This design comes from an exercise in tuning for small area on the open sky130 flow, not from production work.
Only simulation tests tie the RTL to the original design; equivalence was not proved.
The clock input has no modelled driver; a real chip could not lean on it and would need a root buffer or a full tree.
Power is estimated from default activity; no workload was simulated.

## fjord
==> flow/design.v <==
`timescale 1ns / 1ps
module Top(
    input wire clk,
    input en, reset, HourP, minuteP,
    output wire [7:0] cathode,
    output wire [7:0] AN
    );
    reg [8:0] rc;
    wire rtick = rc[3] & ~(rc[1] | rc[2] | rc[4] | rc[5] | rc[6] | rc[7]);
    always @(posedge clk)
        if (reset) rc <= 9'd182;
        else       rc <= {rc[7:0], rc[8] ^ rc[4] ^ rtick};
    reg [9:0] tc;
    wire ttick = ~(tc[1] | tc[2] | tc[3] | tc[4] | tc[5] | tc[6] | tc[7]);
    always @(posedge clk)
        if (reset) tc <= 10'd282;
        else       tc <= {tc[8:0], tc[9] ^ tc[6] ^ ttick};
    reg [2:0] DP;
    always @(posedge clk)
        if (reset)      DP <= 3'b001;
        else if (rtick) DP <= {DP[1:0], DP[2] ^ DP[1]};
    localparam OP_NONE = 2'd0, OP_HOUR = 2'd3, OP_MIN = 2'd2, OP_SEC = 2'd1;
    reg [3:0] sub;
    reg [1:0] op;
    wire sub11 = sub[3] & sub[1] & sub[0];                 
    always @(posedge clk)
        if (reset) begin
            sub <= 4'd0;
            op  <= OP_NONE;
        end else if (ttick) begin
            if (HourP)        op <= OP_HOUR;
            else if (minuteP) op <= OP_MIN;
            else if (en) begin
                op  <= OP_SEC;
                sub <= sub11 ? 4'd0 : sub + 4'd1;
            end else          op <= OP_NONE;
        end
    reg [3:0] s_o, m_o, h_o;
    reg [2:0] s_t, m_t;
    reg [1:0] h_t;
    wire s_o9 = s_o[3] & s_o[0];
    wire s_t5 = s_t[2] & s_t[0];
    wire m_o9 = m_o[3] & m_o[0];
    wire m_t5 = m_t[2] & m_t[0];
    wire h_o9 = h_o[3] & h_o[0];
    wire h_23 = h_t[1] & h_o[1] & h_o[0];
    wire inc_s = (op == OP_SEC) & (sub == 4'd0);
    wire inc_m = (op == OP_MIN) | (inc_s & s_t5 & s_o9);
    wire inc_h = (op == OP_HOUR) | (inc_s & s_t5 & s_o9 & m_t5 & m_o9);
    always @(posedge clk)
        if (reset) begin
            {s_o, s_t, m_o, m_t, h_o, h_t} <= 0;
        end else if (ttick) begin
            if (inc_s) begin
                s_o <= s_o9 ? 4'd0 : s_o + 4'd1;
                if (s_o9) s_t <= s_t5 ? 3'd0 : s_t + 3'd1;
            end
            if (inc_m) begin
                m_o <= m_o9 ? 4'd0 : m_o + 4'd1;
                if (m_o9) m_t <= m_t5 ? 3'd0 : m_t + 3'd1;
            end
            if (inc_h) begin
                if (h_23) begin
                    h_o <= 4'd0;
                    h_t <= 2'd0;
                end else if (h_o9) begin
                    h_o <= 4'd0;
                    h_t <= h_t + 2'd1;
                end else
                    h_o <= h_o + 4'd1;
            end
        end
    reg [3:0] digit;
    reg [7:0] an;
    always @(*)
        case (DP)
            3'b001: begin digit = m_o;          an = 8'b11101111; end
            3'b010: begin digit = {1'b0, m_t};  an = 8'b11011111; end
            3'b101: begin digit = h_o;          an = 8'b10111111; end
            3'b011: begin digit = {2'b0, h_t};  an = 8'b01111111; end
            3'b111: begin digit = s_o;          an = 8'b11111110; end
            3'b110: begin digit = {1'b0, s_t};  an = 8'b11111101; end
            default: begin digit = m_o;          an = 8'b11111111; end
        endcase
    assign AN = an;
    reg [6:0] seg;
    always @(*)
        case (digit)
            4'd0: seg = 7'b0000001;
            4'd1: seg = 7'b1001111;
            4'd2: seg = 7'b0010010;
            4'd3: seg = 7'b0000110;
            4'd4: seg = 7'b1001100;
            4'd5: seg = 7'b0100100;
            4'd6: seg = 7'b0100000;
            4'd7: seg = 7'b0001111;
            4'd8: seg = 7'b0000000;
            4'd9: seg = 7'b0000100;
            default: seg = 7'bxxxxxxx;
        endcase
    assign cathode = {seg, 1'b1};
endmodule
Settings: LEC_CHECK=0, CAP_MARGIN=20, CORE_AREA=2 2 62 62, DIE_AREA=0 0 64 64, SLEW_MARGIN=20; clock period 6.0 ns.
standard.sh (not shown) runs the stock make flow with config.mk's settings and CLKGATE_MAP_FILE= SYNTH_SCRIPT=/design/flow/synth_recipe.tcl, a recipe that flattens the netlist after the stock synthesis.
==> flow/flow/run.sh <==
#!/bin/bash
# The standard layout (standard.sh) with these changes:
#  - synthesis maps the logic with a pool of area-oriented ABC scripts and
#    keeps the smallest mapping (multi_abc.tcl), instead of ORFS's speed
#    script; everything else in synthesis is the standard flow's own script
#    (synth_recipe.tcl), so the registers are the same;
#  - synthesis leaves adders to ABC instead of mapping them to half-adder
#    cells (ADDER_MAP_FILE empty);
#  - the port buffers are the smallest buffer (buf_1);
#  - the clock tree uses clkbuf_8 only and no dummy loads;
#  - after placement, logic cells are downsized (downsize.tcl);
#  - after CTS, the clock tree is replaced by ONEBUF_K buffers fed by the
#    clock port, each driving the flip-flops nearest to it (kbuf.tcl);
#  - one tie cell drives all the constant outputs (SKIP_REPAIR_TIE_FANOUT).
set -euo pipefail
HERE=$(cd "$(dirname "$0")" && pwd)
WORK=$(pwd)
cat > my_synth.tcl <<TCL
source $HERE/multi_abc.tcl
source $WORK/synth_recipe.tcl
TCL
sed -e "s#SYNTH_SCRIPT=[^ ]*#SYNTH_SCRIPT=$WORK/my_synth.tcl#" \
    -e "s#CLKGATE_MAP_FILE= #CLKGATE_MAP_FILE= ADDER_MAP_FILE= #" standard.sh > my_standard.sh
grep -q "ADDER_MAP_FILE= " my_standard.sh
grep -q "SYNTH_SCRIPT=$WORK/my_synth.tcl" my_standard.sh
export BUFFER_PORTS_ARGS="-buffer_cell sky130_fd_sc_hd__buf_1"
export CTS_ARGS="-sink_clustering_enable -repair_clock_nets -sink_clustering_size 50 -sink_clustering_max_diameter 500 -buf_list sky130_fd_sc_hd__clkbuf_8 -dont_use_dummy_load"
export POST_RESIZE_TCL="$HERE/downsize.tcl"
export POST_CTS_TCL="$HERE/kbuf.tcl"
export ONEBUF_CLK_PORT=clk
export ONEBUF_CELL=sky130_fd_sc_hd__clkbuf_8
export ONEBUF_K=3
export SKIP_REPAIR_TIE_FANOUT=1
bash my_standard.sh > flow.log 2>&1
Other scripts of this flow, unchanged in this note and not shown: flow/flow/downsize.tcl, flow/flow/kbuf.tcl, flow/flow/multi_abc.tcl
[inputs] xenon vs fjord
--- a/flow/design.v
+++ b/flow/design.v
@@ -29,11 +29,11 @@
             op  <= OP_NONE;
         end else if (ttick) begin
             if (HourP)        op <= OP_HOUR;
             else if (minuteP) op <= OP_MIN;
             else if (en) begin
-                op  <= OP_SEC;
+                op  <= sub11 ? OP_SEC : OP_NONE;
                 sub <= sub11 ? 4'd0 : sub + 4'd1;
             end else          op <= OP_NONE;
         end
     reg [3:0] s_o, m_o, h_o;
     reg [2:0] s_t, m_t;
@@ -42,11 +42,11 @@
     wire s_t5 = s_t[2] & s_t[0];
     wire m_o9 = m_o[3] & m_o[0];
     wire m_t5 = m_t[2] & m_t[0];
     wire h_o9 = h_o[3] & h_o[0];
     wire h_23 = h_t[1] & h_o[1] & h_o[0];
-    wire inc_s = (op == OP_SEC) & (sub == 4'd0);
+    wire inc_s = op == OP_SEC;
     wire inc_m = (op == OP_MIN) | (inc_s & s_t5 & s_o9);
     wire inc_h = (op == OP_HOUR) | (inc_s & s_t5 & s_o9 & m_t5 & m_o9);
     always @(posedge clk)
         if (reset) begin
             {s_o, s_t, m_o, m_t, h_o, h_t} <= 0;
==> summary.txt <==
Summary of xenon over fjord: total global routing track utilization shrank by 1.3 points; stage delay of the slowest cell on the critical path shrank by 50 ps; non-clock inverter instance count of the final layout shrank by 12%.
On critical path data required time, xenon and fjord are neck and neck.
Summary of xenon over fjord: wire length of the first global-routing pass went down by 460 um, core utilization of the finished layout picked up an extra 0.30 points.
No run of this note takes its clock network from TritonCTS; it comes from the design's own scripts or RTL.

* * *

JK:
Top, a different RTL version from the one above (not shown whole).
For scale: ~270 cells after synthesis, ~48 flip-flops, ~21 I/O pins, roughly 2400 um2 of cells after synthesis.
==> module Top, before the edit <==
module Top(
    input wire clk,
    input en, reset, HourP, minuteP,
    output wire [7:0] cathode,
    output wire [7:0] AN
    );
    reg [8:0] rc;
    wire rtick = rc[3] & ~(rc[1] | rc[2] | rc[4] | rc[5] | rc[6] | rc[7]);
    always @(posedge clk)
        if (reset) rc <= 9'd182;
        else       rc <= {rc[7:0], rc[8] ^ rc[4] ^ rtick};
    reg [9:0] tc;
    wire ttick = ~(tc[1] | tc[2] | tc[3] | tc[4] | tc[5] | tc[6] | tc[7]);
    always @(posedge clk)
        if (reset) tc <= 10'd282;
        else       tc <= {tc[8:0], tc[9] ^ tc[6] ^ ttick};
    reg [2:0] DP;
    always @(posedge clk)
        if (reset)      DP <= 3'b001;
        else if (rtick) DP <= {DP[1:0], DP[2] ^ DP[1]};
    localparam OP_NONE = 2'd0, OP_HOUR = 2'd1, OP_MIN = 2'd2, OP_SEC = 2'd3;
    reg [3:0] sub;
    reg [1:0] op;
    wire sub11 = sub[3] & sub[1] & sub[0];                 
    always @(posedge clk)
        if (reset) begin
            sub <= 4'd0;
            op  <= OP_NONE;
        end else if (ttick) begin
            if (HourP)        op <= OP_HOUR;
            else if (minuteP) op <= OP_MIN;
            else if (en) begin
                op  <= sub11 ? OP_SEC : OP_NONE;
                sub <= sub11 ? 4'd0 : sub + 4'd1;
            end else          op <= OP_NONE;
        end
    reg [3:0] s_o, m_o, h_o;
    reg [2:0] s_t, m_t;
    reg [1:0] h_t;
    wire s_o9 = s_o[3] & s_o[0];
    wire s_t5 = s_t[2] & s_t[0];
    wire m_o9 = m_o[3] & m_o[0];
    wire m_t5 = m_t[2] & m_t[0];
    wire h_o9 = h_o[3] & h_o[0];
    wire h_23 = h_t[1] & h_o[1] & h_o[0];
    wire inc_s = op == OP_SEC;
    wire inc_m = (op == OP_MIN) | (inc_s & s_t5 & s_o9);
    wire inc_h = (op == OP_HOUR) | (inc_s & s_t5 & s_o9 & m_t5 & m_o9);
    always @(posedge clk)
        if (reset) begin
            {s_o, s_t, m_o, m_t, h_o, h_t} <= 0;
        end else if (ttick) begin
            if (inc_s) begin
                s_o <= s_o9 ? 4'd0 : s_o + 4'd1;
                if (s_o9) s_t <= s_t5 ? 3'd0 : s_t + 3'd1;
            end
            if (inc_m) begin
                m_o <= m_o9 ? 4'd0 : m_o + 4'd1;
                if (m_o9) m_t <= m_t5 ? 3'd0 : m_t + 3'd1;
            end
            if (inc_h) begin
                if (h_23) begin
                    h_o <= 4'd0;
                    h_t <= 2'd0;
                end else if (h_o9) begin
                    h_o <= 4'd0;
                    h_t <= h_t + 2'd1;
                end else
                    h_o <= h_o + 4'd1;
            end
        end
    reg [3:0] digit;
    reg [7:0] an;
    always @(*)
        case (DP)
            3'b001: begin digit = m_o;          an = 8'b11101111; end
            3'b010: begin digit = {1'b0, m_t};  an = 8'b11011111; end
            3'b101: begin digit = h_o;          an = 8'b10111111; end
            3'b011: begin digit = {2'b0, h_t};  an = 8'b01111111; end
            3'b111: begin digit = s_o;          an = 8'b11111110; end
            3'b110: begin digit = {1'b0, s_t};  an = 8'b11111101; end
            default: begin digit = 4'bxxxx;   an = 8'b11111111; end
        endcase
    assign AN = an;
    reg [6:0] seg;
    always @(*)
        case (digit)
            4'd0: seg = 7'b0000001;
            4'd1: seg = 7'b1001111;
            4'd2: seg = 7'b0010010;
            4'd3: seg = 7'b0000110;
            4'd4: seg = 7'b1001100;
            4'd5: seg = 7'b0100100;
            4'd6: seg = 7'b0100000;
            4'd7: seg = 7'b0001111;
            4'd8: seg = 7'b0000000;
            4'd9: seg = 7'b0000100;
            default: seg = 7'bxxxxxxx;
        endcase
    assign cathode = {seg, 1'b1};
endmodule
==> flow/config.mk <==
export PLATFORM = sky130hd
export DESIGN_NAME = Top
export DESIGN_NICKNAME = Top
export VERILOG_FILES = /design/flow/design.v
export SDC_FILE = /design/flow/constraint.sdc
export NUM_CORES = 4
export LEC_CHECK = 0
export CAP_MARGIN = 20
export CORE_MARGIN = 2
export CORE_UTILIZATION = 40
export SLEW_MARGIN = 20
==> flow/constraint.sdc <==
create_clock -name core_clock -period 6.0 [get_ports {clk}]
set_input_delay 1.2000 -clock core_clock [delete_from_list [all_inputs] [get_ports {clk}]]
set_output_delay 1.2000 -clock core_clock [all_outputs]
set_load 0.01 [all_outputs]
run.sh (not shown) runs the stock make flow with config.mk's settings and CLKGATE_MAP_FILE= SYNTH_SCRIPT=/design/flow/synth_recipe.tcl, a recipe that flattens the netlist after the stock synthesis.
Stock flow here: none of the scripts above is used.
--- input diff JK..MS ---
--- a/flow/design.v
+++ b/flow/design.v
@@ -4,23 +4,25 @@
     input en, reset, HourP, minuteP,
     output wire [7:0] cathode,
     output wire [7:0] AN
     );
     reg [8:0] rc;
-    wire rtick = rc[3] & ~(rc[1] | rc[2] | rc[4] | rc[5] | rc[6] | rc[7]);
+    wire rtick = rc[8] & rc[7] & rc[4] & rc[0];           
     always @(posedge clk)
-        if (reset) rc <= 9'd182;
-        else       rc <= {rc[7:0], rc[8] ^ rc[4] ^ rtick};
+        if (reset)      rc <= 9'd201;
+        else if (rtick) rc <= 9'd0;
+        else            rc <= rc + 9'd1;
     reg [9:0] tc;
-    wire ttick = ~(tc[1] | tc[2] | tc[3] | tc[4] | tc[5] | tc[6] | tc[7]);
+    wire ttick = tc[9] & tc[8] & tc[5] & tc[0];           
     always @(posedge clk)
-        if (reset) tc <= 10'd282;
-        else       tc <= {tc[8:0], tc[9] ^ tc[6] ^ ttick};
+        if (reset)      tc <= 10'd401;
+        else if (ttick) tc <= 10'd0;
+        else            tc <= tc + 10'd1;
     reg [2:0] DP;
     always @(posedge clk)
-        if (reset)      DP <= 3'b001;
-        else if (rtick) DP <= {DP[1:0], DP[2] ^ DP[1]};
+        if (reset)      DP <= 3'd0;
+        else if (rtick) DP <= (DP[2] & DP[1]) ? 3'd0 : DP + 3'd1;
     localparam OP_NONE = 2'd0, OP_HOUR = 2'd1, OP_MIN = 2'd2, OP_SEC = 2'd3;
     reg [3:0] sub;
     reg [1:0] op;
     wire sub11 = sub[3] & sub[1] & sub[0];                 
     always @(posedge clk)
@@ -72,16 +74,16 @@
         end
     reg [3:0] digit;
     reg [7:0] an;
     always @(*)
         case (DP)
-            3'b001: begin digit = m_o;          an = 8'b11101111; end
-            3'b010: begin digit = {1'b0, m_t};  an = 8'b11011111; end
-            3'b101: begin digit = h_o;          an = 8'b10111111; end
-            3'b011: begin digit = {2'b0, h_t};  an = 8'b01111111; end
-            3'b111: begin digit = s_o;          an = 8'b11111110; end
-            3'b110: begin digit = {1'b0, s_t};  an = 8'b11111101; end
+            3'd0: begin digit = m_o;          an = 8'b11101111; end
+            3'd1: begin digit = {1'b0, m_t};  an = 8'b11011111; end
+            3'd2: begin digit = h_o;          an = 8'b10111111; end
+            3'd3: begin digit = {2'b0, h_t};  an = 8'b01111111; end
+            3'd4: begin digit = s_o;          an = 8'b11111110; end
+            3'd5: begin digit = {1'b0, s_t};  an = 8'b11111101; end
             default: begin digit = 4'bxxxx;   an = 8'b11111111; end
         endcase
     assign AN = an;
     reg [6:0] seg;
     always @(*)
--- outcome ---
Cells: MS has more instances than JK. Compared to JK, the routing of MS uses more wire. Compared with JK, wire length of the first global-routing pass in MS increased by more than 10%. Going from JK to MS, internal portion of total power +15 uW, sequential power ~0 delta, count of TritonRoute iterations in the first routing pass +1. MS vs. JK: post-synthesis cell count +about 15%; global-route met2 utilization up 1.1 points; power after layout grew by about 7%; final worst-path cycle share higher; xor and xnor fraction of the mapped netlist area increased 3.5 points. Diff JK -> MS: synthesized area climbed about 8%, highest clock rate dropped 7.5%.

[static timing again, ports no longer ideal]
In the flow no input, the clock included, has a driving cell. The finished layouts below were timed again as built, in two steps. Step 1: set_driving_cell puts a clkbuf_16 on clk and a buf_2 on each other input, an assumption about the parent block. Step 2 moves the port delays by t, midway between the first and last clock arrival at a register: inputs arrive t later, outputs are due t later. That takes back most of the time a late clock gives input paths. Three values: ideal, step 1, step 2; two values: the first two.
| run | shift t [ns] | slack for setup (ns) | hold WS [ns] | worst register clock-pin slew, ns |
|---|---|---|---|---|
| fjord | 0.191 | 1.935 / 1.893 / 2.084 | 0.431 / 0.431 / 0.431 | 0.11 / 0.11 |
| xenon | 0.195 | 2.301 / 2.257 / 2.452 | 0.431 / 0.431 / 0.431 | 0.11 / 0.11 |
| JK | 0.308 | 1.864 / 1.839 / 2.147 | 0.411 / 0.411 / 0.411 | 0.08 / 0.08 |
| MS | 0.328 | 1.531 / 1.503 / 1.831 | 0.471 / 0.471 / 0.471 | 0.09 / 0.09 |
After both steps setup and hold are still met in every run listed.
